Source: an optimization exercise on an open RTL-to-GDS flow (aim: small area). Production flows keep margins and buffers that such runs may drop.
Function was checked by simulation only, so behaviour that the tests miss may differ from the original.
Power is estimated from default activity; no workload was simulated.

===== design.v =====
`timescale 1ns / 1ps
module globalCounter(count,clk,rst);
input clk;
input rst;
output [4:0]count;
parameter limit = 21;
reg [4:0]countReg;
always@(posedge clk)
begin
	if(rst)
		countReg <= 0;
	else if(countReg == limit)
		countReg <= 0;
	else
		countReg <= countReg + 1;
end
assign count = countReg;
endmodule
module luFactorizer(clk,rst,a11,a12,a13,a14,a21,a22,a23,a24,a25,a31,a32,a33,a34,a35,a36,a41,a42,a43,a44,a45,a46,a47,a52,a53,a54,a55,a56,a57,a58,a63,a64,a65,a66,a67,a68,a74,a75,a76,a77,a78,a85,a86,a87,a88,lL1,lL2,lL3,uL1,uL2,uL3,uL4);
input clk;
input rst;
input [7:0] a11,a12,a13,a14,a21,a22,a23,a24,a25,a31,a32,a33,a34,a35,a36,a41,a42,a43,a44,a45,a46,a47,a52,a53,a54,a55,a56,a57,a58,a63,a64,a65,a66,a67,a68,a74,a75,a76,a77,a78,a85,a86,a87,a88;
output [7:0] lL1,lL2,lL3,uL1,uL2,uL3,uL4;
reg [10:0] jq;
reg first;
always @(posedge clk) jq <= rst ? 11'd0 : {jq[9:0], ~jq[10]};
always @(posedge clk) first <= rst;
wire s0 = (jq[6] & jq[6]) | (~jq[6] & jq[10]);
wire s1 = (jq[6] & ~jq[7]);
wire s2 = (jq[7] & ~jq[8]);
wire s3 = (jq[8] & ~jq[9]);
wire s4 = (jq[9] & ~jq[10]);
wire s5 = (jq[10] & jq[0]);
wire s6 = (~jq[0] & jq[1]);
wire s7 = (~jq[1] & jq[2]);
wire s8 = (~jq[2] & jq[3]);
wire s9 = (~jq[3] & jq[4]);
wire s10 = (~jq[4] & jq[5]);
wire s11 = (~jq[5] & jq[6]);
wire s12 = (~jq[6] & jq[7]);
wire s13 = (~jq[7] & jq[8]);
wire s14 = (~jq[8] & jq[9]);
wire s15 = (~jq[9] & jq[10]);
wire s16 = (~jq[10] & ~jq[0]);
wire s17 = (jq[1] & ~jq[2]);
wire s18 = (jq[2] & ~jq[3]);
wire s19 = (jq[3] & ~jq[4]);
wire s20 = (jq[4] & ~jq[5]);
wire s21 = (jq[5] & ~jq[6]);
wire s22 = (jq[0] & ~jq[1]) | (jq[4] & jq[4]) | (~jq[4] & jq[10]);
wire s23 = (jq[0] & ~jq[3]) | (jq[4] & ~jq[6]) | (jq[7] & ~jq[9]) | (jq[10] & jq[1]) | (~jq[2] & jq[4]) | (~jq[5] & jq[7]) | (~jq[8] & jq[10]);
wire s24 = (jq[5] & jq[5]) | (~jq[5] & jq[10]) | ((~jq[10] & ~jq[0]) & ~first);
wire s25 = (jq[0] & ~jq[1]) | (jq[2] & ~jq[4]) | (jq[5] & ~jq[7]) | (jq[8] & ~jq[10]) | (~jq[0] & jq[2]) | (~jq[3] & jq[5]) | (~jq[6] & jq[8]) | (~jq[9] & jq[10]) | ((~jq[10] & ~jq[0]) & ~first);
wire s26 = (jq[3] & ~jq[5]) | (jq[6] & ~jq[8]) | (jq[9] & jq[0]) | (~jq[1] & jq[3]) | (~jq[4] & jq[6]) | (~jq[7] & jq[9]) | ((~jq[10] & ~jq[0]) & ~first);
wire s27 = (jq[6] & ~jq[8]) | (jq[9] & jq[0]) | (~jq[1] & jq[3]) | (~jq[4] & jq[6]) | (~jq[7] & jq[9]);
wire s28 = (jq[4] & ~jq[5]) | (jq[7] & ~jq[8]) | (jq[10] & jq[0]) | (~jq[2] & jq[3]) | (~jq[5] & jq[6]) | (~jq[8] & jq[9]);
wire s29 = (jq[5] & ~jq[7]) | (jq[8] & ~jq[10]) | (~jq[0] & jq[2]) | (~jq[3] & jq[5]) | (~jq[6] & jq[8]) | (~jq[9] & jq[10]);
wire s30 = (jq[3] & ~jq[4]) | (jq[6] & ~jq[7]) | (jq[9] & ~jq[10]) | (~jq[1] & jq[2]) | (~jq[4] & jq[5]) | (~jq[7] & jq[8]) | ((~jq[10] & ~jq[0]) & ~first);
wire s31 = (jq[4] & ~jq[6]) | (jq[7] & ~jq[9]) | (jq[10] & jq[1]) | (~jq[2] & jq[4]) | (~jq[5] & jq[7]) | (~jq[8] & jq[9]);
wire s32 = (jq[1] & ~jq[3]) | (jq[5] & ~jq[6]) | (jq[8] & ~jq[9]) | (~jq[0] & jq[1]) | (~jq[3] & jq[4]) | (~jq[6] & jq[7]) | (~jq[9] & jq[10]);
wire s33 = (jq[3] & ~jq[5]) | (jq[6] & ~jq[8]) | (jq[9] & jq[0]) | (~jq[1] & jq[3]) | (~jq[4] & jq[6]) | (~jq[7] & jq[8]);
wire s34 = (jq[6] & ~jq[7]) | (jq[9] & ~jq[10]) | (~jq[1] & jq[2]) | (~jq[4] & jq[5]) | (~jq[7] & jq[8]);
wire s35 = (jq[5] & ~jq[6]) | (jq[8] & ~jq[9]) | (~jq[0] & jq[1]) | (~jq[3] & jq[4]) | (~jq[6] & jq[7]) | (~jq[9] & jq[10]);
wire s36 = (jq[0] & ~jq[1]) | (jq[4] & ~jq[5]) | (jq[7] & ~jq[8]) | (jq[10] & jq[0]) | (~jq[2] & jq[3]) | (~jq[5] & jq[6]) | (~jq[8] & jq[9]);
wire s37 = (jq[2] & ~jq[4]) | (jq[6] & ~jq[7]) | (jq[9] & ~jq[10]) | (~jq[1] & jq[2]) | (~jq[4] & jq[5]) | (~jq[7] & jq[8]) | ((~jq[10] & ~jq[0]) & ~first);
reg [7:0] ACC1;
reg [7:0] ACC2;
reg [7:0] ACC3;
reg [7:0] H7;
reg [7:0] HZ6;
reg [7:0] HZ8;
reg [7:0] HZ9;
reg [7:0] YA;
reg [7:0] YB;
reg [7:0] YC;
wire [7:0] U1_x = ({8{s0}} & H7);
wire [7:0] U1_y = YB;
wire [7:0] U1_zi = ({8{s1}} & a24) | ({8{s2}} & a34) | ({8{s3}} & a44) | ({8{s4}} & a35) | ({8{s5}} & a45) | ({8{s6}} & a55) | ({8{s7}} & a46) | ({8{s8}} & a56) | ({8{s9}} & a66) | ({8{s10}} & a57) | ({8{s11}} & a67) | ({8{s12}} & a77) | ({8{s13}} & a68) | ({8{s14}} & a78) | ({8{s15}} & a88) | ({8{s16}} & a11) | ({8{s17}} & a12) | ({8{s18}} & a22) | ({8{s19}} & a13) | ({8{s20}} & a23) | ({8{s21}} & a33);
wire [7:0] U1_r;
wire U1_w1 = 1'b1 ^ U1_zi[0] ^ ~(U1_x[0] & U1_y[0]); wire U1_w2 = (1'b1 & U1_zi[0]) | (1'b1 & ~(U1_x[0] & U1_y[0])) | (U1_zi[0] & ~(U1_x[0] & U1_y[0]));
assign U1_r[0] = U1_w1;
wire U1_w3 = 1'b1 ^ U1_zi[1] ^ ~(U1_x[0] & U1_y[1]); wire U1_w4 = (1'b1 & U1_zi[1]) | (1'b1 & ~(U1_x[0] & U1_y[1])) | (U1_zi[1] & ~(U1_x[0] & U1_y[1]));
wire U1_w5 = ~(U1_x[1] & U1_y[0]) ^ U1_w2 ^ U1_w3; wire U1_w6 = (~(U1_x[1] & U1_y[0]) & U1_w2) | (~(U1_x[1] & U1_y[0]) & U1_w3) | (U1_w2 & U1_w3);
assign U1_r[1] = U1_w5;
wire U1_w7 = 1'b1 ^ U1_zi[2] ^ ~(U1_x[0] & U1_y[2]); wire U1_w8 = (1'b1 & U1_zi[2]) | (1'b1 & ~(U1_x[0] & U1_y[2])) | (U1_zi[2] & ~(U1_x[0] & U1_y[2]));
wire U1_w9 = ~(U1_x[1] & U1_y[1]) ^ ~(U1_x[2] & U1_y[0]) ^ U1_w4; wire U1_w10 = (~(U1_x[1] & U1_y[1]) & ~(U1_x[2] & U1_y[0])) | (~(U1_x[1] & U1_y[1]) & U1_w4) | (~(U1_x[2] & U1_y[0]) & U1_w4);
wire U1_w11 = U1_w7 ^ U1_w6 ^ U1_w9; wire U1_w12 = (U1_w7 & U1_w6) | (U1_w7 & U1_w9) | (U1_w6 & U1_w9);
assign U1_r[2] = U1_w11;
wire U1_w13 = 1'b1 ^ U1_zi[3] ^ ~(U1_x[0] & U1_y[3]); wire U1_w14 = (1'b1 & U1_zi[3]) | (1'b1 & ~(U1_x[0] & U1_y[3])) | (U1_zi[3] & ~(U1_x[0] & U1_y[3]));
wire U1_w15 = ~(U1_x[1] & U1_y[2]) ^ ~(U1_x[2] & U1_y[1]) ^ ~(U1_x[3] & U1_y[0]); wire U1_w16 = (~(U1_x[1] & U1_y[2]) & ~(U1_x[2] & U1_y[1])) | (~(U1_x[1] & U1_y[2]) & ~(U1_x[3] & U1_y[0])) | (~(U1_x[2] & U1_y[1]) & ~(U1_x[3] & U1_y[0]));
wire U1_w17 = U1_w8 ^ U1_w13 ^ U1_w15; wire U1_w18 = (U1_w8 & U1_w13) | (U1_w8 & U1_w15) | (U1_w13 & U1_w15);
wire U1_w19 = U1_w10 ^ U1_w17 ^ U1_w12; wire U1_w20 = (U1_w10 & U1_w17) | (U1_w10 & U1_w12) | (U1_w17 & U1_w12);
assign U1_r[3] = U1_w19;
wire U1_w21 = 1'b1 ^ U1_zi[4] ^ ~(U1_x[0] & U1_y[4]); wire U1_w22 = (1'b1 & U1_zi[4]) | (1'b1 & ~(U1_x[0] & U1_y[4])) | (U1_zi[4] & ~(U1_x[0] & U1_y[4]));
wire U1_w23 = ~(U1_x[1] & U1_y[3]) ^ ~(U1_x[2] & U1_y[2]) ^ ~(U1_x[3] & U1_y[1]); wire U1_w24 = (~(U1_x[1] & U1_y[3]) & ~(U1_x[2] & U1_y[2])) | (~(U1_x[1] & U1_y[3]) & ~(U1_x[3] & U1_y[1])) | (~(U1_x[2] & U1_y[2]) & ~(U1_x[3] & U1_y[1]));
wire U1_w25 = ~(U1_x[4] & U1_y[0]) ^ U1_w14 ^ U1_w16; wire U1_w26 = (~(U1_x[4] & U1_y[0]) & U1_w14) | (~(U1_x[4] & U1_y[0]) & U1_w16) | (U1_w14 & U1_w16);
wire U1_w27 = U1_w21 ^ U1_w23 ^ U1_w18; wire U1_w28 = (U1_w21 & U1_w23) | (U1_w21 & U1_w18) | (U1_w23 & U1_w18);
wire U1_w29 = U1_w25 ^ U1_w27 ^ U1_w20; wire U1_w30 = (U1_w25 & U1_w27) | (U1_w25 & U1_w20) | (U1_w27 & U1_w20);
assign U1_r[4] = U1_w29;
wire U1_w31 = 1'b1 ^ U1_zi[5] ^ ~(U1_x[0] & U1_y[5]); wire U1_w32 = (1'b1 & U1_zi[5]) | (1'b1 & ~(U1_x[0] & U1_y[5])) | (U1_zi[5] & ~(U1_x[0] & U1_y[5]));
wire U1_w33 = ~(U1_x[1] & U1_y[4]) ^ ~(U1_x[2] & U1_y[3]) ^ ~(U1_x[3] & U1_y[2]); wire U1_w34 = (~(U1_x[1] & U1_y[4]) & ~(U1_x[2] & U1_y[3])) | (~(U1_x[1] & U1_y[4]) & ~(U1_x[3] & U1_y[2])) | (~(U1_x[2] & U1_y[3]) & ~(U1_x[3] & U1_y[2]));
wire U1_w35 = ~(U1_x[4] & U1_y[1]) ^ ~(U1_x[5] & U1_y[0]) ^ U1_w22; wire U1_w36 = (~(U1_x[4] & U1_y[1]) & ~(U1_x[5] & U1_y[0])) | (~(U1_x[4] & U1_y[1]) & U1_w22) | (~(U1_x[5] & U1_y[0]) & U1_w22);
wire U1_w37 = U1_w24 ^ U1_w31 ^ U1_w33; wire U1_w38 = (U1_w24 & U1_w31) | (U1_w24 & U1_w33) | (U1_w31 & U1_w33);
wire U1_w39 = U1_w26 ^ U1_w35 ^ U1_w37; wire U1_w40 = (U1_w26 & U1_w35) | (U1_w26 & U1_w37) | (U1_w35 & U1_w37);
wire U1_w41 = U1_w28 ^ U1_w39 ^ U1_w30; wire U1_w42 = (U1_w28 & U1_w39) | (U1_w28 & U1_w30) | (U1_w39 & U1_w30);
assign U1_r[5] = U1_w41;
wire U1_w43 = 1'b1 ^ U1_zi[6] ^ ~(U1_x[0] & U1_y[6]); wire U1_w44 = (1'b1 & U1_zi[6]) | (1'b1 & ~(U1_x[0] & U1_y[6])) | (U1_zi[6] & ~(U1_x[0] & U1_y[6]));
wire U1_w45 = ~(U1_x[1] & U1_y[5]) ^ ~(U1_x[2] & U1_y[4]) ^ ~(U1_x[3] & U1_y[3]); wire U1_w46 = (~(U1_x[1] & U1_y[5]) & ~(U1_x[2] & U1_y[4])) | (~(U1_x[1] & U1_y[5]) & ~(U1_x[3] & U1_y[3])) | (~(U1_x[2] & U1_y[4]) & ~(U1_x[3] & U1_y[3]));
wire U1_w47 = ~(U1_x[4] & U1_y[2]) ^ ~(U1_x[5] & U1_y[1]) ^ ~(U1_x[6] & U1_y[0]); wire U1_w48 = (~(U1_x[4] & U1_y[2]) & ~(U1_x[5] & U1_y[1])) | (~(U1_x[4] & U1_y[2]) & ~(U1_x[6] & U1_y[0])) | (~(U1_x[5] & U1_y[1]) & ~(U1_x[6] & U1_y[0]));
wire U1_w49 = U1_w32 ^ U1_w34 ^ U1_w43; wire U1_w50 = (U1_w32 & U1_w34) | (U1_w32 & U1_w43) | (U1_w34 & U1_w43);
wire U1_w51 = U1_w45 ^ U1_w47 ^ U1_w36; wire U1_w52 = (U1_w45 & U1_w47) | (U1_w45 & U1_w36) | (U1_w47 & U1_w36);
wire U1_w53 = U1_w38 ^ U1_w49 ^ U1_w51; wire U1_w54 = (U1_w38 & U1_w49) | (U1_w38 & U1_w51) | (U1_w49 & U1_w51);
wire U1_w55 = U1_w40 ^ U1_w53 ^ U1_w42; wire U1_w56 = (U1_w40 & U1_w53) | (U1_w40 & U1_w42) | (U1_w53 & U1_w42);
assign U1_r[6] = U1_w55;
wire U1_w57 = 1'b1 ^ U1_zi[7] ^ ~(U1_x[0] & U1_y[7]);
wire U1_w58 = ~(U1_x[1] & U1_y[6]) ^ ~(U1_x[2] & U1_y[5]) ^ ~(U1_x[3] & U1_y[4]);
wire U1_w59 = ~(U1_x[4] & U1_y[3]) ^ ~(U1_x[5] & U1_y[2]) ^ ~(U1_x[6] & U1_y[1]);
wire U1_w60 = ~(U1_x[7] & U1_y[0]) ^ U1_w44 ^ U1_w46;
wire U1_w61 = U1_w48 ^ U1_w57 ^ U1_w58;
wire U1_w62 = U1_w59 ^ U1_w50 ^ U1_w60;
wire U1_w63 = U1_w61 ^ U1_w52 ^ U1_w62;
wire U1_w64 = U1_w54 ^ U1_w63 ^ U1_w56;
assign U1_r[7] = U1_w64;
wire [7:0] U1_o = U1_r;
wire [7:0] U2_x = ({8{s22}} & HZ8);
wire [7:0] U2_y = YA;
wire [7:0] U2_zi = ({8{s23}} & ACC3) | ({8{s1}} & a42) | ({8{s4}} & a53) | ({8{s7}} & a64) | ({8{s10}} & a75) | ({8{s13}} & a86) | ({8{s19}} & a31);
wire [7:0] U2_r;
wire U2_w1 = 1'b1 ^ U2_zi[0] ^ ~(U2_x[0] & U2_y[0]); wire U2_w2 = (1'b1 & U2_zi[0]) | (1'b1 & ~(U2_x[0] & U2_y[0])) | (U2_zi[0] & ~(U2_x[0] & U2_y[0]));
assign U2_r[0] = U2_w1;
wire U2_w3 = 1'b1 ^ U2_zi[1] ^ ~(U2_x[0] & U2_y[1]); wire U2_w4 = (1'b1 & U2_zi[1]) | (1'b1 & ~(U2_x[0] & U2_y[1])) | (U2_zi[1] & ~(U2_x[0] & U2_y[1]));
wire U2_w5 = ~(U2_x[1] & U2_y[0]) ^ U2_w2 ^ U2_w3; wire U2_w6 = (~(U2_x[1] & U2_y[0]) & U2_w2) | (~(U2_x[1] & U2_y[0]) & U2_w3) | (U2_w2 & U2_w3);
assign U2_r[1] = U2_w5;
wire U2_w7 = 1'b1 ^ U2_zi[2] ^ ~(U2_x[0] & U2_y[2]); wire U2_w8 = (1'b1 & U2_zi[2]) | (1'b1 & ~(U2_x[0] & U2_y[2])) | (U2_zi[2] & ~(U2_x[0] & U2_y[2]));
wire U2_w9 = ~(U2_x[1] & U2_y[1]) ^ ~(U2_x[2] & U2_y[0]) ^ U2_w4; wire U2_w10 = (~(U2_x[1] & U2_y[1]) & ~(U2_x[2] & U2_y[0])) | (~(U2_x[1] & U2_y[1]) & U2_w4) | (~(U2_x[2] & U2_y[0]) & U2_w4);
wire U2_w11 = U2_w7 ^ U2_w6 ^ U2_w9; wire U2_w12 = (U2_w7 & U2_w6) | (U2_w7 & U2_w9) | (U2_w6 & U2_w9);
assign U2_r[2] = U2_w11;
wire U2_w13 = 1'b1 ^ U2_zi[3] ^ ~(U2_x[0] & U2_y[3]); wire U2_w14 = (1'b1 & U2_zi[3]) | (1'b1 & ~(U2_x[0] & U2_y[3])) | (U2_zi[3] & ~(U2_x[0] & U2_y[3]));
wire U2_w15 = ~(U2_x[1] & U2_y[2]) ^ ~(U2_x[2] & U2_y[1]) ^ ~(U2_x[3] & U2_y[0]); wire U2_w16 = (~(U2_x[1] & U2_y[2]) & ~(U2_x[2] & U2_y[1])) | (~(U2_x[1] & U2_y[2]) & ~(U2_x[3] & U2_y[0])) | (~(U2_x[2] & U2_y[1]) & ~(U2_x[3] & U2_y[0]));
wire U2_w17 = U2_w8 ^ U2_w13 ^ U2_w15; wire U2_w18 = (U2_w8 & U2_w13) | (U2_w8 & U2_w15) | (U2_w13 & U2_w15);
wire U2_w19 = U2_w10 ^ U2_w17 ^ U2_w12; wire U2_w20 = (U2_w10 & U2_w17) | (U2_w10 & U2_w12) | (U2_w17 & U2_w12);
assign U2_r[3] = U2_w19;
wire U2_w21 = 1'b1 ^ U2_zi[4] ^ ~(U2_x[0] & U2_y[4]); wire U2_w22 = (1'b1 & U2_zi[4]) | (1'b1 & ~(U2_x[0] & U2_y[4])) | (U2_zi[4] & ~(U2_x[0] & U2_y[4]));
wire U2_w23 = ~(U2_x[1] & U2_y[3]) ^ ~(U2_x[2] & U2_y[2]) ^ ~(U2_x[3] & U2_y[1]); wire U2_w24 = (~(U2_x[1] & U2_y[3]) & ~(U2_x[2] & U2_y[2])) | (~(U2_x[1] & U2_y[3]) & ~(U2_x[3] & U2_y[1])) | (~(U2_x[2] & U2_y[2]) & ~(U2_x[3] & U2_y[1]));
wire U2_w25 = ~(U2_x[4] & U2_y[0]) ^ U2_w14 ^ U2_w16; wire U2_w26 = (~(U2_x[4] & U2_y[0]) & U2_w14) | (~(U2_x[4] & U2_y[0]) & U2_w16) | (U2_w14 & U2_w16);
wire U2_w27 = U2_w21 ^ U2_w23 ^ U2_w18; wire U2_w28 = (U2_w21 & U2_w23) | (U2_w21 & U2_w18) | (U2_w23 & U2_w18);
wire U2_w29 = U2_w25 ^ U2_w27 ^ U2_w20; wire U2_w30 = (U2_w25 & U2_w27) | (U2_w25 & U2_w20) | (U2_w27 & U2_w20);
assign U2_r[4] = U2_w29;
wire U2_w31 = 1'b1 ^ U2_zi[5] ^ ~(U2_x[0] & U2_y[5]); wire U2_w32 = (1'b1 & U2_zi[5]) | (1'b1 & ~(U2_x[0] & U2_y[5])) | (U2_zi[5] & ~(U2_x[0] & U2_y[5]));
wire U2_w33 = ~(U2_x[1] & U2_y[4]) ^ ~(U2_x[2] & U2_y[3]) ^ ~(U2_x[3] & U2_y[2]); wire U2_w34 = (~(U2_x[1] & U2_y[4]) & ~(U2_x[2] & U2_y[3])) | (~(U2_x[1] & U2_y[4]) & ~(U2_x[3] & U2_y[2])) | (~(U2_x[2] & U2_y[3]) & ~(U2_x[3] & U2_y[2]));
wire U2_w35 = ~(U2_x[4] & U2_y[1]) ^ ~(U2_x[5] & U2_y[0]) ^ U2_w22; wire U2_w36 = (~(U2_x[4] & U2_y[1]) & ~(U2_x[5] & U2_y[0])) | (~(U2_x[4] & U2_y[1]) & U2_w22) | (~(U2_x[5] & U2_y[0]) & U2_w22);
wire U2_w37 = U2_w24 ^ U2_w31 ^ U2_w33; wire U2_w38 = (U2_w24 & U2_w31) | (U2_w24 & U2_w33) | (U2_w31 & U2_w33);
wire U2_w39 = U2_w26 ^ U2_w35 ^ U2_w37; wire U2_w40 = (U2_w26 & U2_w35) | (U2_w26 & U2_w37) | (U2_w35 & U2_w37);
wire U2_w41 = U2_w28 ^ U2_w39 ^ U2_w30; wire U2_w42 = (U2_w28 & U2_w39) | (U2_w28 & U2_w30) | (U2_w39 & U2_w30);
assign U2_r[5] = U2_w41;
wire U2_w43 = 1'b1 ^ U2_zi[6] ^ ~(U2_x[0] & U2_y[6]); wire U2_w44 = (1'b1 & U2_zi[6]) | (1'b1 & ~(U2_x[0] & U2_y[6])) | (U2_zi[6] & ~(U2_x[0] & U2_y[6]));
wire U2_w45 = ~(U2_x[1] & U2_y[5]) ^ ~(U2_x[2] & U2_y[4]) ^ ~(U2_x[3] & U2_y[3]); wire U2_w46 = (~(U2_x[1] & U2_y[5]) & ~(U2_x[2] & U2_y[4])) | (~(U2_x[1] & U2_y[5]) & ~(U2_x[3] & U2_y[3])) | (~(U2_x[2] & U2_y[4]) & ~(U2_x[3] & U2_y[3]));
wire U2_w47 = ~(U2_x[4] & U2_y[2]) ^ ~(U2_x[5] & U2_y[1]) ^ ~(U2_x[6] & U2_y[0]); wire U2_w48 = (~(U2_x[4] & U2_y[2]) & ~(U2_x[5] & U2_y[1])) | (~(U2_x[4] & U2_y[2]) & ~(U2_x[6] & U2_y[0])) | (~(U2_x[5] & U2_y[1]) & ~(U2_x[6] & U2_y[0]));
wire U2_w49 = U2_w32 ^ U2_w34 ^ U2_w43; wire U2_w50 = (U2_w32 & U2_w34) | (U2_w32 & U2_w43) | (U2_w34 & U2_w43);
wire U2_w51 = U2_w45 ^ U2_w47 ^ U2_w36; wire U2_w52 = (U2_w45 & U2_w47) | (U2_w45 & U2_w36) | (U2_w47 & U2_w36);
wire U2_w53 = U2_w38 ^ U2_w49 ^ U2_w51; wire U2_w54 = (U2_w38 & U2_w49) | (U2_w38 & U2_w51) | (U2_w49 & U2_w51);
wire U2_w55 = U2_w40 ^ U2_w53 ^ U2_w42; wire U2_w56 = (U2_w40 & U2_w53) | (U2_w40 & U2_w42) | (U2_w53 & U2_w42);
assign U2_r[6] = U2_w55;
wire U2_w57 = 1'b1 ^ U2_zi[7] ^ ~(U2_x[0] & U2_y[7]);
wire U2_w58 = ~(U2_x[1] & U2_y[6]) ^ ~(U2_x[2] & U2_y[5]) ^ ~(U2_x[3] & U2_y[4]);
wire U2_w59 = ~(U2_x[4] & U2_y[3]) ^ ~(U2_x[5] & U2_y[2]) ^ ~(U2_x[6] & U2_y[1]);
wire U2_w60 = ~(U2_x[7] & U2_y[0]) ^ U2_w44 ^ U2_w46;
wire U2_w61 = U2_w48 ^ U2_w57 ^ U2_w58;
wire U2_w62 = U2_w59 ^ U2_w50 ^ U2_w60;
wire U2_w63 = U2_w61 ^ U2_w52 ^ U2_w62;
wire U2_w64 = U2_w54 ^ U2_w63 ^ U2_w56;
assign U2_r[7] = U2_w64;
wire [7:0] U2_o = U2_r;
wire [7:0] U3_x = ({8{s24}} & HZ6);
wire [7:0] U3_y = YC;
wire [7:0] U3_zi = ({8{s25}} & ACC1) | ({8{s2}} & a43) | ({8{s5}} & a54) | ({8{s8}} & a65) | ({8{s11}} & a76) | ({8{s14}} & a87) | ({8{s17}} & a21) | ({8{s20}} & a32);
wire [7:0] U3_r;
wire U3_w1 = 1'b1 ^ U3_zi[0] ^ ~(U3_x[0] & U3_y[0]); wire U3_w2 = (1'b1 & U3_zi[0]) | (1'b1 & ~(U3_x[0] & U3_y[0])) | (U3_zi[0] & ~(U3_x[0] & U3_y[0]));
assign U3_r[0] = U3_w1;
wire U3_w3 = 1'b1 ^ U3_zi[1] ^ ~(U3_x[0] & U3_y[1]); wire U3_w4 = (1'b1 & U3_zi[1]) | (1'b1 & ~(U3_x[0] & U3_y[1])) | (U3_zi[1] & ~(U3_x[0] & U3_y[1]));
wire U3_w5 = ~(U3_x[1] & U3_y[0]) ^ U3_w2 ^ U3_w3; wire U3_w6 = (~(U3_x[1] & U3_y[0]) & U3_w2) | (~(U3_x[1] & U3_y[0]) & U3_w3) | (U3_w2 & U3_w3);
assign U3_r[1] = U3_w5;
wire U3_w7 = 1'b1 ^ U3_zi[2] ^ ~(U3_x[0] & U3_y[2]); wire U3_w8 = (1'b1 & U3_zi[2]) | (1'b1 & ~(U3_x[0] & U3_y[2])) | (U3_zi[2] & ~(U3_x[0] & U3_y[2]));
wire U3_w9 = ~(U3_x[1] & U3_y[1]) ^ ~(U3_x[2] & U3_y[0]) ^ U3_w4; wire U3_w10 = (~(U3_x[1] & U3_y[1]) & ~(U3_x[2] & U3_y[0])) | (~(U3_x[1] & U3_y[1]) & U3_w4) | (~(U3_x[2] & U3_y[0]) & U3_w4);
wire U3_w11 = U3_w7 ^ U3_w6 ^ U3_w9; wire U3_w12 = (U3_w7 & U3_w6) | (U3_w7 & U3_w9) | (U3_w6 & U3_w9);
assign U3_r[2] = U3_w11;
wire U3_w13 = 1'b1 ^ U3_zi[3] ^ ~(U3_x[0] & U3_y[3]); wire U3_w14 = (1'b1 & U3_zi[3]) | (1'b1 & ~(U3_x[0] & U3_y[3])) | (U3_zi[3] & ~(U3_x[0] & U3_y[3]));
wire U3_w15 = ~(U3_x[1] & U3_y[2]) ^ ~(U3_x[2] & U3_y[1]) ^ ~(U3_x[3] & U3_y[0]); wire U3_w16 = (~(U3_x[1] & U3_y[2]) & ~(U3_x[2] & U3_y[1])) | (~(U3_x[1] & U3_y[2]) & ~(U3_x[3] & U3_y[0])) | (~(U3_x[2] & U3_y[1]) & ~(U3_x[3] & U3_y[0]));
wire U3_w17 = U3_w8 ^ U3_w13 ^ U3_w15; wire U3_w18 = (U3_w8 & U3_w13) | (U3_w8 & U3_w15) | (U3_w13 & U3_w15);
wire U3_w19 = U3_w10 ^ U3_w17 ^ U3_w12; wire U3_w20 = (U3_w10 & U3_w17) | (U3_w10 & U3_w12) | (U3_w17 & U3_w12);
assign U3_r[3] = U3_w19;
wire U3_w21 = 1'b1 ^ U3_zi[4] ^ ~(U3_x[0] & U3_y[4]); wire U3_w22 = (1'b1 & U3_zi[4]) | (1'b1 & ~(U3_x[0] & U3_y[4])) | (U3_zi[4] & ~(U3_x[0] & U3_y[4]));
wire U3_w23 = ~(U3_x[1] & U3_y[3]) ^ ~(U3_x[2] & U3_y[2]) ^ ~(U3_x[3] & U3_y[1]); wire U3_w24 = (~(U3_x[1] & U3_y[3]) & ~(U3_x[2] & U3_y[2])) | (~(U3_x[1] & U3_y[3]) & ~(U3_x[3] & U3_y[1])) | (~(U3_x[2] & U3_y[2]) & ~(U3_x[3] & U3_y[1]));
wire U3_w25 = ~(U3_x[4] & U3_y[0]) ^ U3_w14 ^ U3_w16; wire U3_w26 = (~(U3_x[4] & U3_y[0]) & U3_w14) | (~(U3_x[4] & U3_y[0]) & U3_w16) | (U3_w14 & U3_w16);
wire U3_w27 = U3_w21 ^ U3_w23 ^ U3_w18; wire U3_w28 = (U3_w21 & U3_w23) | (U3_w21 & U3_w18) | (U3_w23 & U3_w18);
wire U3_w29 = U3_w25 ^ U3_w27 ^ U3_w20; wire U3_w30 = (U3_w25 & U3_w27) | (U3_w25 & U3_w20) | (U3_w27 & U3_w20);
assign U3_r[4] = U3_w29;
wire U3_w31 = 1'b1 ^ U3_zi[5] ^ ~(U3_x[0] & U3_y[5]); wire U3_w32 = (1'b1 & U3_zi[5]) | (1'b1 & ~(U3_x[0] & U3_y[5])) | (U3_zi[5] & ~(U3_x[0] & U3_y[5]));
wire U3_w33 = ~(U3_x[1] & U3_y[4]) ^ ~(U3_x[2] & U3_y[3]) ^ ~(U3_x[3] & U3_y[2]); wire U3_w34 = (~(U3_x[1] & U3_y[4]) & ~(U3_x[2] & U3_y[3])) | (~(U3_x[1] & U3_y[4]) & ~(U3_x[3] & U3_y[2])) | (~(U3_x[2] & U3_y[3]) & ~(U3_x[3] & U3_y[2]));
wire U3_w35 = ~(U3_x[4] & U3_y[1]) ^ ~(U3_x[5] & U3_y[0]) ^ U3_w22; wire U3_w36 = (~(U3_x[4] & U3_y[1]) & ~(U3_x[5] & U3_y[0])) | (~(U3_x[4] & U3_y[1]) & U3_w22) | (~(U3_x[5] & U3_y[0]) & U3_w22);
wire U3_w37 = U3_w24 ^ U3_w31 ^ U3_w33; wire U3_w38 = (U3_w24 & U3_w31) | (U3_w24 & U3_w33) | (U3_w31 & U3_w33);
wire U3_w39 = U3_w26 ^ U3_w35 ^ U3_w37; wire U3_w40 = (U3_w26 & U3_w35) | (U3_w26 & U3_w37) | (U3_w35 & U3_w37);
wire U3_w41 = U3_w28 ^ U3_w39 ^ U3_w30; wire U3_w42 = (U3_w28 & U3_w39) | (U3_w28 & U3_w30) | (U3_w39 & U3_w30);
assign U3_r[5] = U3_w41;
wire U3_w43 = 1'b1 ^ U3_zi[6] ^ ~(U3_x[0] & U3_y[6]); wire U3_w44 = (1'b1 & U3_zi[6]) | (1'b1 & ~(U3_x[0] & U3_y[6])) | (U3_zi[6] & ~(U3_x[0] & U3_y[6]));
wire U3_w45 = ~(U3_x[1] & U3_y[5]) ^ ~(U3_x[2] & U3_y[4]) ^ ~(U3_x[3] & U3_y[3]); wire U3_w46 = (~(U3_x[1] & U3_y[5]) & ~(U3_x[2] & U3_y[4])) | (~(U3_x[1] & U3_y[5]) & ~(U3_x[3] & U3_y[3])) | (~(U3_x[2] & U3_y[4]) & ~(U3_x[3] & U3_y[3]));
wire U3_w47 = ~(U3_x[4] & U3_y[2]) ^ ~(U3_x[5] & U3_y[1]) ^ ~(U3_x[6] & U3_y[0]); wire U3_w48 = (~(U3_x[4] & U3_y[2]) & ~(U3_x[5] & U3_y[1])) | (~(U3_x[4] & U3_y[2]) & ~(U3_x[6] & U3_y[0])) | (~(U3_x[5] & U3_y[1]) & ~(U3_x[6] & U3_y[0]));
wire U3_w49 = U3_w32 ^ U3_w34 ^ U3_w43; wire U3_w50 = (U3_w32 & U3_w34) | (U3_w32 & U3_w43) | (U3_w34 & U3_w43);
wire U3_w51 = U3_w45 ^ U3_w47 ^ U3_w36; wire U3_w52 = (U3_w45 & U3_w47) | (U3_w45 & U3_w36) | (U3_w47 & U3_w36);
wire U3_w53 = U3_w38 ^ U3_w49 ^ U3_w51; wire U3_w54 = (U3_w38 & U3_w49) | (U3_w38 & U3_w51) | (U3_w49 & U3_w51);
wire U3_w55 = U3_w40 ^ U3_w53 ^ U3_w42; wire U3_w56 = (U3_w40 & U3_w53) | (U3_w40 & U3_w42) | (U3_w53 & U3_w42);
assign U3_r[6] = U3_w55;
wire U3_w57 = 1'b1 ^ U3_zi[7] ^ ~(U3_x[0] & U3_y[7]);
wire U3_w58 = ~(U3_x[1] & U3_y[6]) ^ ~(U3_x[2] & U3_y[5]) ^ ~(U3_x[3] & U3_y[4]);
wire U3_w59 = ~(U3_x[4] & U3_y[3]) ^ ~(U3_x[5] & U3_y[2]) ^ ~(U3_x[6] & U3_y[1]);
wire U3_w60 = ~(U3_x[7] & U3_y[0]) ^ U3_w44 ^ U3_w46;
wire U3_w61 = U3_w48 ^ U3_w57 ^ U3_w58;
wire U3_w62 = U3_w59 ^ U3_w50 ^ U3_w60;
wire U3_w63 = U3_w61 ^ U3_w52 ^ U3_w62;
wire U3_w64 = U3_w54 ^ U3_w63 ^ U3_w56;
assign U3_r[7] = U3_w64;
wire [7:0] U3_o = U3_r;
wire [7:0] U4_x = ({8{s26}} & ACC2) | ({8{s21}} & a41) | ({8{s3}} & a52) | ({8{s6}} & a63) | ({8{s9}} & a74) | ({8{s12}} & a85);
wire [7:0] U4_y = HZ9;
wire [7:0] U4_r;
assign U4_r[0] = ~(U4_x[0] & U4_y[0]);
wire U4_w1 = 1'b1 ^ ~(U4_x[0] & U4_y[1]) ^ ~(U4_x[1] & U4_y[0]); wire U4_w2 = (1'b1 & ~(U4_x[0] & U4_y[1])) | (1'b1 & ~(U4_x[1] & U4_y[0])) | (~(U4_x[0] & U4_y[1]) & ~(U4_x[1] & U4_y[0]));
assign U4_r[1] = U4_w1;
wire U4_w3 = 1'b1 ^ ~(U4_x[0] & U4_y[2]) ^ ~(U4_x[1] & U4_y[1]); wire U4_w4 = (1'b1 & ~(U4_x[0] & U4_y[2])) | (1'b1 & ~(U4_x[1] & U4_y[1])) | (~(U4_x[0] & U4_y[2]) & ~(U4_x[1] & U4_y[1]));
wire U4_w5 = ~(U4_x[2] & U4_y[0]) ^ U4_w2 ^ U4_w3; wire U4_w6 = (~(U4_x[2] & U4_y[0]) & U4_w2) | (~(U4_x[2] & U4_y[0]) & U4_w3) | (U4_w2 & U4_w3);
assign U4_r[2] = U4_w5;
wire U4_w7 = 1'b1 ^ ~(U4_x[0] & U4_y[3]) ^ ~(U4_x[1] & U4_y[2]); wire U4_w8 = (1'b1 & ~(U4_x[0] & U4_y[3])) | (1'b1 & ~(U4_x[1] & U4_y[2])) | (~(U4_x[0] & U4_y[3]) & ~(U4_x[1] & U4_y[2]));
wire U4_w9 = ~(U4_x[2] & U4_y[1]) ^ ~(U4_x[3] & U4_y[0]) ^ U4_w4; wire U4_w10 = (~(U4_x[2] & U4_y[1]) & ~(U4_x[3] & U4_y[0])) | (~(U4_x[2] & U4_y[1]) & U4_w4) | (~(U4_x[3] & U4_y[0]) & U4_w4);
wire U4_w11 = U4_w7 ^ U4_w6 ^ U4_w9; wire U4_w12 = (U4_w7 & U4_w6) | (U4_w7 & U4_w9) | (U4_w6 & U4_w9);
assign U4_r[3] = U4_w11;
wire U4_w13 = 1'b1 ^ ~(U4_x[0] & U4_y[4]) ^ ~(U4_x[1] & U4_y[3]); wire U4_w14 = (1'b1 & ~(U4_x[0] & U4_y[4])) | (1'b1 & ~(U4_x[1] & U4_y[3])) | (~(U4_x[0] & U4_y[4]) & ~(U4_x[1] & U4_y[3]));
wire U4_w15 = ~(U4_x[2] & U4_y[2]) ^ ~(U4_x[3] & U4_y[1]) ^ ~(U4_x[4] & U4_y[0]); wire U4_w16 = (~(U4_x[2] & U4_y[2]) & ~(U4_x[3] & U4_y[1])) | (~(U4_x[2] & U4_y[2]) & ~(U4_x[4] & U4_y[0])) | (~(U4_x[3] & U4_y[1]) & ~(U4_x[4] & U4_y[0]));
wire U4_w17 = U4_w8 ^ U4_w13 ^ U4_w15; wire U4_w18 = (U4_w8 & U4_w13) | (U4_w8 & U4_w15) | (U4_w13 & U4_w15);
wire U4_w19 = U4_w10 ^ U4_w17 ^ U4_w12; wire U4_w20 = (U4_w10 & U4_w17) | (U4_w10 & U4_w12) | (U4_w17 & U4_w12);
assign U4_r[4] = U4_w19;
wire U4_w21 = 1'b1 ^ ~(U4_x[0] & U4_y[5]) ^ ~(U4_x[1] & U4_y[4]); wire U4_w22 = (1'b1 & ~(U4_x[0] & U4_y[5])) | (1'b1 & ~(U4_x[1] & U4_y[4])) | (~(U4_x[0] & U4_y[5]) & ~(U4_x[1] & U4_y[4]));
wire U4_w23 = ~(U4_x[2] & U4_y[3]) ^ ~(U4_x[3] & U4_y[2]) ^ ~(U4_x[4] & U4_y[1]); wire U4_w24 = (~(U4_x[2] & U4_y[3]) & ~(U4_x[3] & U4_y[2])) | (~(U4_x[2] & U4_y[3]) & ~(U4_x[4] & U4_y[1])) | (~(U4_x[3] & U4_y[2]) & ~(U4_x[4] & U4_y[1]));
wire U4_w25 = ~(U4_x[5] & U4_y[0]) ^ U4_w14 ^ U4_w16; wire U4_w26 = (~(U4_x[5] & U4_y[0]) & U4_w14) | (~(U4_x[5] & U4_y[0]) & U4_w16) | (U4_w14 & U4_w16);
wire U4_w27 = U4_w21 ^ U4_w23 ^ U4_w18; wire U4_w28 = (U4_w21 & U4_w23) | (U4_w21 & U4_w18) | (U4_w23 & U4_w18);
wire U4_w29 = U4_w25 ^ U4_w27 ^ U4_w20; wire U4_w30 = (U4_w25 & U4_w27) | (U4_w25 & U4_w20) | (U4_w27 & U4_w20);
assign U4_r[5] = U4_w29;
wire U4_w31 = 1'b1 ^ ~(U4_x[0] & U4_y[6]) ^ ~(U4_x[1] & U4_y[5]); wire U4_w32 = (1'b1 & ~(U4_x[0] & U4_y[6])) | (1'b1 & ~(U4_x[1] & U4_y[5])) | (~(U4_x[0] & U4_y[6]) & ~(U4_x[1] & U4_y[5]));
wire U4_w33 = ~(U4_x[2] & U4_y[4]) ^ ~(U4_x[3] & U4_y[3]) ^ ~(U4_x[4] & U4_y[2]); wire U4_w34 = (~(U4_x[2] & U4_y[4]) & ~(U4_x[3] & U4_y[3])) | (~(U4_x[2] & U4_y[4]) & ~(U4_x[4] & U4_y[2])) | (~(U4_x[3] & U4_y[3]) & ~(U4_x[4] & U4_y[2]));
wire U4_w35 = ~(U4_x[5] & U4_y[1]) ^ ~(U4_x[6] & U4_y[0]) ^ U4_w22; wire U4_w36 = (~(U4_x[5] & U4_y[1]) & ~(U4_x[6] & U4_y[0])) | (~(U4_x[5] & U4_y[1]) & U4_w22) | (~(U4_x[6] & U4_y[0]) & U4_w22);
wire U4_w37 = U4_w24 ^ U4_w31 ^ U4_w33; wire U4_w38 = (U4_w24 & U4_w31) | (U4_w24 & U4_w33) | (U4_w31 & U4_w33);
wire U4_w39 = U4_w26 ^ U4_w35 ^ U4_w37; wire U4_w40 = (U4_w26 & U4_w35) | (U4_w26 & U4_w37) | (U4_w35 & U4_w37);
wire U4_w41 = U4_w28 ^ U4_w39 ^ U4_w30; wire U4_w42 = (U4_w28 & U4_w39) | (U4_w28 & U4_w30) | (U4_w39 & U4_w30);
assign U4_r[6] = U4_w41;
wire U4_w43 = 1'b1 ^ ~(U4_x[0] & U4_y[7]) ^ ~(U4_x[1] & U4_y[6]);
wire U4_w44 = ~(U4_x[2] & U4_y[5]) ^ ~(U4_x[3] & U4_y[4]) ^ ~(U4_x[4] & U4_y[3]);
wire U4_w45 = ~(U4_x[5] & U4_y[2]) ^ ~(U4_x[6] & U4_y[1]) ^ ~(U4_x[7] & U4_y[0]);
wire U4_w46 = U4_w32 ^ U4_w34 ^ U4_w43;
wire U4_w47 = U4_w44 ^ U4_w45 ^ U4_w36;
wire U4_w48 = U4_w38 ^ U4_w46 ^ U4_w47;
wire U4_w49 = U4_w40 ^ U4_w48 ^ U4_w42;
assign U4_r[7] = U4_w49;
wire [7:0] U4_o = ~U4_r;
always @(posedge clk) ACC1 <= U1_o;
always @(posedge clk) ACC2 <= U2_o;
always @(posedge clk) ACC3 <= U3_o;
wire [7:0] H7_d = ({8{s21}} & a14) | ({8{s3}} & a25) | ({8{s6}} & a36) | ({8{s9}} & a47) | ({8{s12}} & a58);
wire H7_en = ~s27;
always @(posedge clk) H7 <= H7_d | ({8{~H7_en}} & H7);
wire [7:0] HZ6_d = ({8{s28}} & ACC1);
wire HZ6_en = ~s29;
always @(posedge clk) HZ6 <= HZ6_d | ({8{~HZ6_en}} & HZ6);
wire [7:0] HZ8_d = ({8{s30}} & ACC3);
wire HZ8_en = ~s31;
always @(posedge clk) HZ8 <= HZ8_d | ({8{~HZ8_en}} & HZ8);
wire [7:0] HZ9_d = ({8{s32}} & ACC2);
wire HZ9_en = ~s33;
always @(posedge clk) HZ9 <= HZ9_d | ({8{~HZ9_en}} & HZ9);
always @(posedge clk) YA <= U4_o;
always @(posedge clk) YB <= YC;
always @(posedge clk) YC <= YA;
wire [7:0] lL1_w = ({8{s34}} & YA);
assign lL1 = lL1_w;
wire [7:0] lL2_w = ({8{s35}} & YA);
assign lL2 = lL2_w;
wire [7:0] lL3_w = ({8{s36}} & YA);
assign lL3 = lL3_w;
wire [7:0] uL1_w = ({8{s37}} & HZ9);
assign uL1 = uL1_w;
wire [7:0] uL2_w = ({8{s36}} & HZ8);
assign uL2 = uL2_w;
wire [7:0] uL3_w = ({8{s35}} & HZ6);
assign uL3 = uL3_w;
wire [7:0] uL4_w = ({8{s34}} & H7);
assign uL4 = uL4_w;
endmodule

===== constraint.sdc =====
create_clock -name core_clock -period 8.0 [get_ports {clk}]
set_input_delay 1.6000 -clock core_clock [delete_from_list [all_inputs] [get_ports {clk}]]
set_output_delay 1.6000 -clock core_clock [all_outputs]
set_load 0.01 [all_outputs]

===== flow/fapol.py =====
#!/usr/bin/env python3
"""Flip the polarity of full-adder cells (FA(~a,~b,~c) = ~FA(a,b,c)) in a Yosys-written gate netlist
where that lowers the number of inverters; rewrites the netlist in place. Registers are untouched."""
import re, sys, collections, random
src, dst = sys.argv[1], sys.argv[2]
txt = open(src).read()
OUTP = {'X', 'Y', 'Q', 'Q_N', 'SUM', 'COUT'}
cell_re = re.compile(r'^  (sky130_fd_sc_hd__\w+) (\S+(?: )?) \(\n(.*?)\n  \);\n', re.S | re.M)
cells = []
for m in cell_re.finditer(txt):
    t, n, body = m.group(1), m.group(2), m.group(3)
    pins = re.findall(r'^\s+\.(\w+)\((.*)\),?$', body, re.M)
    cells.append({'type': t, 'name': n, 'pins': [(p, v.strip()) for p, v in pins], 'span': m.span()})
isinv = lambda c: re.match(r'sky130_fd_sc_hd__(clk)?inv_\d+$', c['type'])
isfa = lambda c: re.match(r'sky130_fd_sc_hd__fa_\d+$', c['type'])
drv = {}
for i, c in enumerate(cells):
    for p, v in c['pins']:
        if p in OUTP: drv[v] = (i, p)
# nets referenced outside cells (ports, assigns): treat as fixed sinks of their own polarity
body_wo_cells = cell_re.sub('', txt)
ext = set(re.findall(r'assign\s+(\S+)\s*=\s*(\S+?)\s*;', body_wo_cells))
portnames = set()
hdr = re.search(r'module\s+\w+\s*\((.*?)\);', txt, re.S).group(1)
for p in hdr.replace('\n', ' ').split(','): portnames.add(p.strip())
outports = set(re.findall(r'^\s*output\s+(?:\[\d+:\d+\]\s*)?(\w+);', txt, re.M))
def is_outport_net(v):
    b = re.sub(r'\[\d+\]$', '', v.strip())
    return b in outports
def root(v):
    pol = 0
    while v in drv and isinv(cells[drv[v][0]]):
        c = cells[drv[v][0]]
        v = dict(c['pins'])['A']; pol ^= 1
    return v, pol
# sinks: (cell index, pin, root, pol) for non-inverter cells
sinks = collections.defaultdict(list)
for i, c in enumerate(cells):
    if isinv(c): continue
    for p, v in c['pins']:
        if p in OUTP: continue
        r, pol = root(v)
        sinks[r].append((i, p, pol))
fixed_roots = set()
for v in list(drv):
    if is_outport_net(v): fixed_roots.add(root(v)[0])
fa = [i for i, c in enumerate(cells) if isfa(c)]
faout = {}
for i in fa:
    for p, v in cells[i]['pins']:
        if p in OUTP: faout[v] = i
# forbid flipping FAs whose outputs feed ports through inverters or directly
forbid = set(faout[r] for r in fixed_roots if r in faout)
flip = {}
def cost_root(r):
    prov = flip.get(faout[r], 0) if r in faout else 0
    need = set()
    for i, p, pol in sinks.get(r, []):
        need.add(pol ^ (flip.get(i, 0) if i in flip or isfa(cells[i]) else 0) ^ prov)
    return 1 if 1 in need else 0
def touched(i):
    rs = set()
    for p, v in cells[i]['pins']:
        rs.add(root(v)[0] if p not in OUTP else v)
    return rs
roots_of = {i: touched(i) for i in fa}
def total():
    return sum(cost_root(r) for r in sinks)
base = total()
best = None
for seed in range(1, 11):
    random.seed(seed)
    flip = {}
    order = [i for i in fa if i not in forbid]
    for sweep in range(20):
        improved = False
        random.shuffle(order)
        for i in order:
            rs = roots_of[i]
            before = sum(cost_root(r) for r in rs)
            flip[i] = 1 - flip.get(i, 0)
            after = sum(cost_root(r) for r in rs)
            if after < before: improved = True
            else: flip[i] = 1 - flip[i]
        if not improved: break
    t = total()
    if best is None or t < best[0]: best = (t, dict(flip))
flip = best[1]
flipped = [i for i in fa if flip.get(i, 0)]
final = total()
sys.stderr.write('fapol: inverter roots needed %d -> %d, flipped %d of %d full adders\n' % (base, final, len(flipped), len(fa)))
# ---- rebuild ----
affected = set()
for i in flipped:
    affected |= roots_of[i]
newwires = []
cnt = [0]
def newnet(prefix):
    cnt[0] += 1
    n = '_fapol_%s%d_' % (prefix, cnt[0]); newwires.append(n); return n
# flipped FA outputs drive new nets carrying the complement
provnet = {}   # root -> net carrying root value in provided polarity
provpol = {}
for r in affected:
    if r in faout and flip.get(faout[r], 0):
        provnet[r] = newnet('n'); provpol[r] = 1
    else:
        provnet[r] = r; provpol[r] = 0
invnet = {}
newcells = []
def get_pol(r, want):
    if want == provpol[r]: return provnet[r]
    if r not in invnet:
        invnet[r] = newnet('i')
        newcells.append(('sky130_fd_sc_hd__inv_1', '_fapol_inv%d_' % cnt[0], [('A', provnet[r]), ('Y', invnet[r])]))
    return invnet[r]
# rewrite pins
removed_inv = set()
for i, c in enumerate(cells):
    if isinv(c): continue
    newpins = []
    for p, v in c['pins']:
        if p in OUTP:
            if isfa(c) and flip.get(i, 0): v = provnet[v]
            newpins.append((p, v)); continue
        r, pol = root(v)
        if r in affected:
            want = pol ^ (1 if (isfa(c) and flip.get(i, 0)) else 0)
            v = get_pol(r, want)
        newpins.append((p, v))
    c['pins'] = newpins
# original inverters whose root is affected: drop them if their outputs are no longer used
used = collections.Counter()
for c in cells:
    for p, v in c['pins']:
        if p not in OUTP: used[v] += 1
for t, n, pins in newcells:
    for p, v in pins:
        if p not in OUTP: used[v] += 1
changed = True
keep = [True] * len(cells)
while changed:
    changed = False
    for i, c in enumerate(cells):
        if not keep[i] or not isinv(c): continue
        y = dict(c['pins'])['Y']; a = dict(c['pins'])['A']
        if used[y] == 0 and not is_outport_net(y) and root(y)[0] in affected:
            keep[i] = False; used[a] -= 1; changed = True
# original (unflipped-name) FA output nets that are no longer driven must not be loaded
out = []
pos = 0
def fmt(t, n, pins):
    esc = lambda v: v + ' ' if v.startswith('\\') else v
    return '  %s %s (\n%s\n  );\n' % (t, n, ',\n'.join('    .%s(%s)' % (p, esc(v)) for p, v in pins))
for i, c in enumerate(cells):
    s, e = c['span']
    out.append(txt[pos:s]); pos = e
    if keep[i]: out.append(fmt(c['type'], c['name'], c['pins']))
rest = txt[pos:]
idx = rest.rfind('endmodule')
out.append(rest[:idx])
for t, n, pins in newcells: out.append(fmt(t, n, pins))
out.append(rest[idx:])
res = ''.join(out)
# declare new wires after the module header's last declaration
decl = ''.join('  wire %s;\n' % w for w in newwires)
m = re.search(r'\);\n', res)
res = res[:m.end()] + decl + res[m.end():]
# drop declarations of nets that are no longer referenced by any cell
refs = collections.Counter(re.findall(r'\.\w+\(([^()]*)\)', res))
refs = set(v.strip() for v in refs)
def keepdecl(m):
    n = m.group(1).strip()
    return m.group(0) if (n in refs or not n.startswith('_')) else ''
res = re.sub(r'^  wire (\S+(?: )?);\n', keepdecl, res, flags=re.M)
open(dst, 'w').write(res)
kept_inv = sum(1 for i, c in enumerate(cells) if keep[i] and isinv(c)) + len(newcells)
sys.stderr.write('fapol: inverters %d -> %d\n' % (sum(1 for c in cells if isinv(c)), kept_inv))

===== standard.sh =====
#!/bin/bash
# synth_recipe.tcl (not shown) runs the flow's synth.tcl, then flattens the netlist and writes it again
# the make line also repeats each setting of config.mk as NAME=value (left out here)
make -C /OpenROAD-flow-scripts/flow DESIGN_CONFIG=/design/flow/config.mk WORK_HOME=/design/flow/orfs CLKGATE_MAP_FILE= SYNTH_SCRIPT=/design/flow/synth_recipe.tcl "${@:-finish}"

===== config.mk =====
export PLATFORM = sky130hd
export DESIGN_NAME = luFactorizer
export DESIGN_NICKNAME = luFactorizer
export VERILOG_FILES = /design/flow/design.v
export SDC_FILE = /design/flow/constraint.sdc
export NUM_CORES = 4
export LEC_CHECK = 0
export CAP_MARGIN = 20
export CORE_MARGIN = 2
export CORE_UTILIZATION = 40
export CTS_BUF_LIST = sky130_fd_sc_hd__clkbuf_8
export SLEW_MARGIN = 20

===== flow/run.sh =====
#!/bin/bash
set -euo pipefail
export CTS_ARGS="-sink_clustering_enable -repair_clock_nets -buf_list sky130_fd_sc_hd__clkbuf_8 -dont_use_dummy_load"
cd "$(dirname "$0")/.."
R="$PWD/orfs/results/sky130hd/luFactorizer/base"
bash standard.sh BUFFER_PORTS_ARGS="-buffer_cell sky130_fd_sc_hd__buf_1" synth > make_synth.log 2>&1
cp "$R/1_2_yosys.v" "$PWD/synth_standard.v"
if python3 flow/fapol.py "$PWD/synth_standard.v" "$PWD/synth_fapol.v" > fapol.log 2>&1; then
  cp "$PWD/synth_fapol.v" "$R/1_2_yosys.v"
  rm -f "$R/1_synth.odb" "$R/1_synth.sdc"
fi
bash standard.sh BUFFER_PORTS_ARGS="-buffer_cell sky130_fd_sc_hd__buf_1" finish > make_finish.log 2>&1

==> summary.log <==
qor: outcome.status complete, no violations
qor: layout.post_route_standard_cell_area_excluding_fillers 10,290 um^2
qor: route.routed-via-count 9,332
qor: cts.clkLatencyLatePin 380 ps
qor: sta.layout_worst_path_cycle_share 77.03%
qor: floorplanning.floorplan.core_area 20,360 um^2
qor: place.placed_area 10,150 um^2
qor: layout.layoutNonFillerInstCount 1,580
qor: yosys.post_synth_instance_area 8332 um^2
qor: sta.fmaxAchievable 162.3 MHz
qor: power.ir_drop 0.08054 mV
qor: worst_setup_path.critical_path_peak_fanout 10
qor: route.drt-initial-drc-count 1,001
qor: layout.area.growth.synth_to_final 23.46%
qor: floorplanning.dieWidth 148.3 um
qor: cts.tritoncts built
qor: yosys.synth_nets 1,389
qor: sta.grt_setup_unrepaired false
qor: layout.layout.core_utilization 50.51%
qor: grt.grt_first_pass_wirelength 57,930 um
qor: grt.via_count_of_the_first_global_routing_pass 9,468
qor: route.sum_of_routed_wire_length_over_all_layers 39,450 um
qor: cts.cts_max_level 3
qor: worst_setup_path.max_stage_delay 650 ps
qor: route.drt_pre_antenna_iters 9
qor: power.power.leakage 4.430 nW
qor: layout.fraction_of_layout_cells_with_a_size_suffix_above_1 3.972%
qor: cts.clock_sink_count 92
qor: grt.grt_max_degree 32
qor: sta.remaining_max_slew_budget_at_the_tightest_pin 18.78%
qor: cts.post-cts-setup-buffer-count 0
qor: route.post_drt_via_cell_ratio 5.906
qor: sta.setup-tns-final 0 ps
qor: job.max-cap-violations 0
qor: layout.flip_flop_count_of_the_largest_register_after_layout 11
qor: layout.layout.nets 1,770
qor: worst_setup_path.critical-path-top-delay-family adder cells
qor: place.place.port_buffers 409
qor: worst_setup_path.timing.critical_path.arrival 6460 ps
qor: worst_setup_path.startpoint jq[9]$_SDFF_PP0_
qor: worst_setup_path.critical_path.most_common_cell sky130_fd_sc_hd__fa_1
qor: yosys.postSynthAreaPerCell 8.959 um^2
qor: route.route.antenna.remaining_nets 0
qor: worst_setup_path.critical_path_class reg -> reg
qor: sta.setup-violations-final 0
qor: sta.worst_pin_slew 1207 ps
qor: cts.library_cell_used_as_clock_root_buffer sky130_fd_sc_hd__clkbuf_8
qor: cts.cts_hold_buffers 0
qor: sta.final_max_slew_viol_count 0
qor: floorplanning.num_rows 52
qor: power.power.total 1.174 mW
qor: worst_setup_path.critPathRequiredTime 8300 ps
qor: worst_setup_path.crit-reg2reg-launch jq[9]$_SDFF_PP0_
qor: hold_path.worst_hold_path_type reg -> reg
qor: worst_setup_path.crit_path_start_kind register
qor: place.dp.cells 1,570
qor: grt.antenna_found_initial 5
qor: layout.largest_register_by_flop_count jq
qor: cts.postCtsResizedCells 0
qor: yosys.postSynthCellCount 930
qor: worst_setup_path.critical-path-slowest-cell sky130_fd_sc_hd__nor2_1
qor: yosys.yosysWarnings 1
qor: cts.cts.reportedPaths.clkPinSlew 100 ps
qor: route.number_of_remaining_drc_errors 0
qor: floorplanning.initial_core_util 40.91%
qor: cts.cts_buffer_depth 2
qor: worst_setup_path.setup.worst_path.end_class register
qor: floorplanning.die-area 22,000 um^2
qor: route.drt-wirelength-per-cell 24.97 um
qor: floorplanning.ios 410
qor: grt.grt-ovfl-total 0
qor: sta.min_period 6163 ps
qor: sta.timing.clock.skew 28.85 ps
qor: worst_setup_path.path_cells clkinv_1 > nor2_1 > buf_4 > a22oi_1 > nand3_1 > a21oi_1 > ha_1 > fa_1 > fa_1 > fa_1 > fa_1 > fa_1 > fa_1 > inv_1 > xor2_1 > xnor2_1 > xnor2_1 > xnor2_1 > xnor2_1 > xnor2_1
qor: power.powerDensity 114.1 nW/um^2
qor: sta.final_hold_fails 0
qor: floorplanning.die_height 148.3 um
qor: cts.cts_inserted_buffers 9
qor: place.dp_hpwl 31,530 um
qor: grt.groute.usage.overall 35.46%
qor: hold_path.hold_path.startpoint YC[7]$_DFF_P_
qor: worst_setup_path.critPathBufInv 3
qor: place.routabilityCongestion 0.9297
==> metrics by stage <==
stage	setup slack [ps]	hold slack, ps
after floorplan	2016	331.1
after global placement	1578	360.5
after detailed placement	1511	357.7
after CTS	1921	335.7
after global routing	1539	344.4
final	1837	335.2
==> power breakdown <==
part / internal [mW] / leakage (nW) / total (mW) / switching, mW
Sequential: 0.518 / 0.758 / 0.599 / 0.0809
Combinational: 0.143 / 3.61 / 0.322 / 0.178
Clock: 0.101 / 0.0647 / 0.253 / 0.152
==> cells in the final DEF, fill, tap and decap left out, types with 5 or more instances in the layout <==
cell and instances:
sky130_fd_sc_hd__nor2_1 21, sky130_fd_sc_hd__a222oi_1 21, sky130_fd_sc_hd__fa_1 78, sky130_fd_sc_hd__nand3_1 32, sky130_fd_sc_hd__inv_1 39, sky130_fd_sc_hd__buf_4 23, sky130_fd_sc_hd__a221oi_1 5, sky130_fd_sc_hd__nand4_1 15
sky130_fd_sc_hd__and2_1 38, sky130_fd_sc_hd__dfxtp_1 92, sky130_fd_sc_hd__a22o_1 29, sky130_fd_sc_hd__nand2_1 70, sky130_fd_sc_hd__xnor2_1 38, sky130_fd_sc_hd__and3_1 82, sky130_fd_sc_hd__ha_1 27, sky130_fd_sc_hd__a22oi_1 129
sky130_fd_sc_hd__nor2b_1 47, sky130_fd_sc_hd__a21oi_1 23, sky130_fd_sc_hd__nor2b_2 12, sky130_fd_sc_hd__buf_1 409, sky130_fd_sc_hd__xor2_1 14, sky130_fd_sc_hd__clkbuf_8 9, sky130_fd_sc_hd__nor3_1 6, sky130_fd_sc_hd__o21ai_0 8
==> final timing paths <==
| path | cells past startpoint | to | slack (ps) |
|---|---|---|---|
| setup / recovery | 20 | ACC2[7]$_DFF_P_ | 1840 |
| hold / removal | 0 | YB[7]$_DFF_P_ | 340 |
| setup reg to reg | 20 | ACC2[7]$_DFF_P_ | 1840 |
| hold reg to reg | 0 | YB[7]$_DFF_P_ | 340 |
==> worst reg2reg max path: stages (launching register included) <==
cell	delay, ps
sky130_fd_sc_hd__dfxtp_1	610
sky130_fd_sc_hd__clkinv_1	430
sky130_fd_sc_hd__nor2_1	650
sky130_fd_sc_hd__buf_4	380
sky130_fd_sc_hd__a22oi_1	140
sky130_fd_sc_hd__nand3_1	140
sky130_fd_sc_hd__a21oi_1	70
sky130_fd_sc_hd__ha_1	260
sky130_fd_sc_hd__fa_1	430
sky130_fd_sc_hd__fa_1	410
sky130_fd_sc_hd__fa_1	390
sky130_fd_sc_hd__fa_1	390
sky130_fd_sc_hd__fa_1	400
sky130_fd_sc_hd__fa_1	370
sky130_fd_sc_hd__inv_1	70
sky130_fd_sc_hd__xor2_1	190
sky130_fd_sc_hd__xnor2_1	160
sky130_fd_sc_hd__xnor2_1	170
sky130_fd_sc_hd__xnor2_1	170
sky130_fd_sc_hd__xnor2_1	160
sky130_fd_sc_hd__xnor2_1	130
==> layer usage <==
layer  GRT usage, %  wire length [um]  up-vias
met4          11.05              1181        8
li1               -                 -     4142
met1          47.24             16150     4519
met2          56.60             17850      580
met5              0                54        -
met3          9.356              4212       83
==> cell type report <==
type,count,area (um^2)
tap,270,337.8
multi-input combinational,736,6122
inverter,40,150.1
sequential,92,1842
antenna,1,2.502
fill,2057,10080
timing repair buffer,432,1708
clock buffer,9,123.9

separate check: timing with driven ports:
Ports are ideal in the flow. The routed layout listed here was re-timed in OpenROAD. Step 1 (the two cells are an assumption about what drives the block):
set clk [get_ports {clk}]
set_driving_cell -lib_cell sky130_fd_sc_hd__clkbuf_16 $clk
set_driving_cell -lib_cell sky130_fd_sc_hd__buf_2 [delete_from_list [all_inputs] $clk]
Step 2, shift: input delay + t, output delay - t, t = (earliest + latest rising clock arrival at the registers) / 2. This alone moves slack from input paths to output paths. a / b / c = no drivers / after step 1 / after step 2; a / b = the first two.
t (ns): 0.403
setup slack, ns: 1.837 / 1.837 / 1.510
worst data-port slew with drivers (ns): 0.09
After both steps setup and hold are still met in this run. The setup slack of this run moves by 0.000 ns with the drivers and by -0.327 ns with both steps.
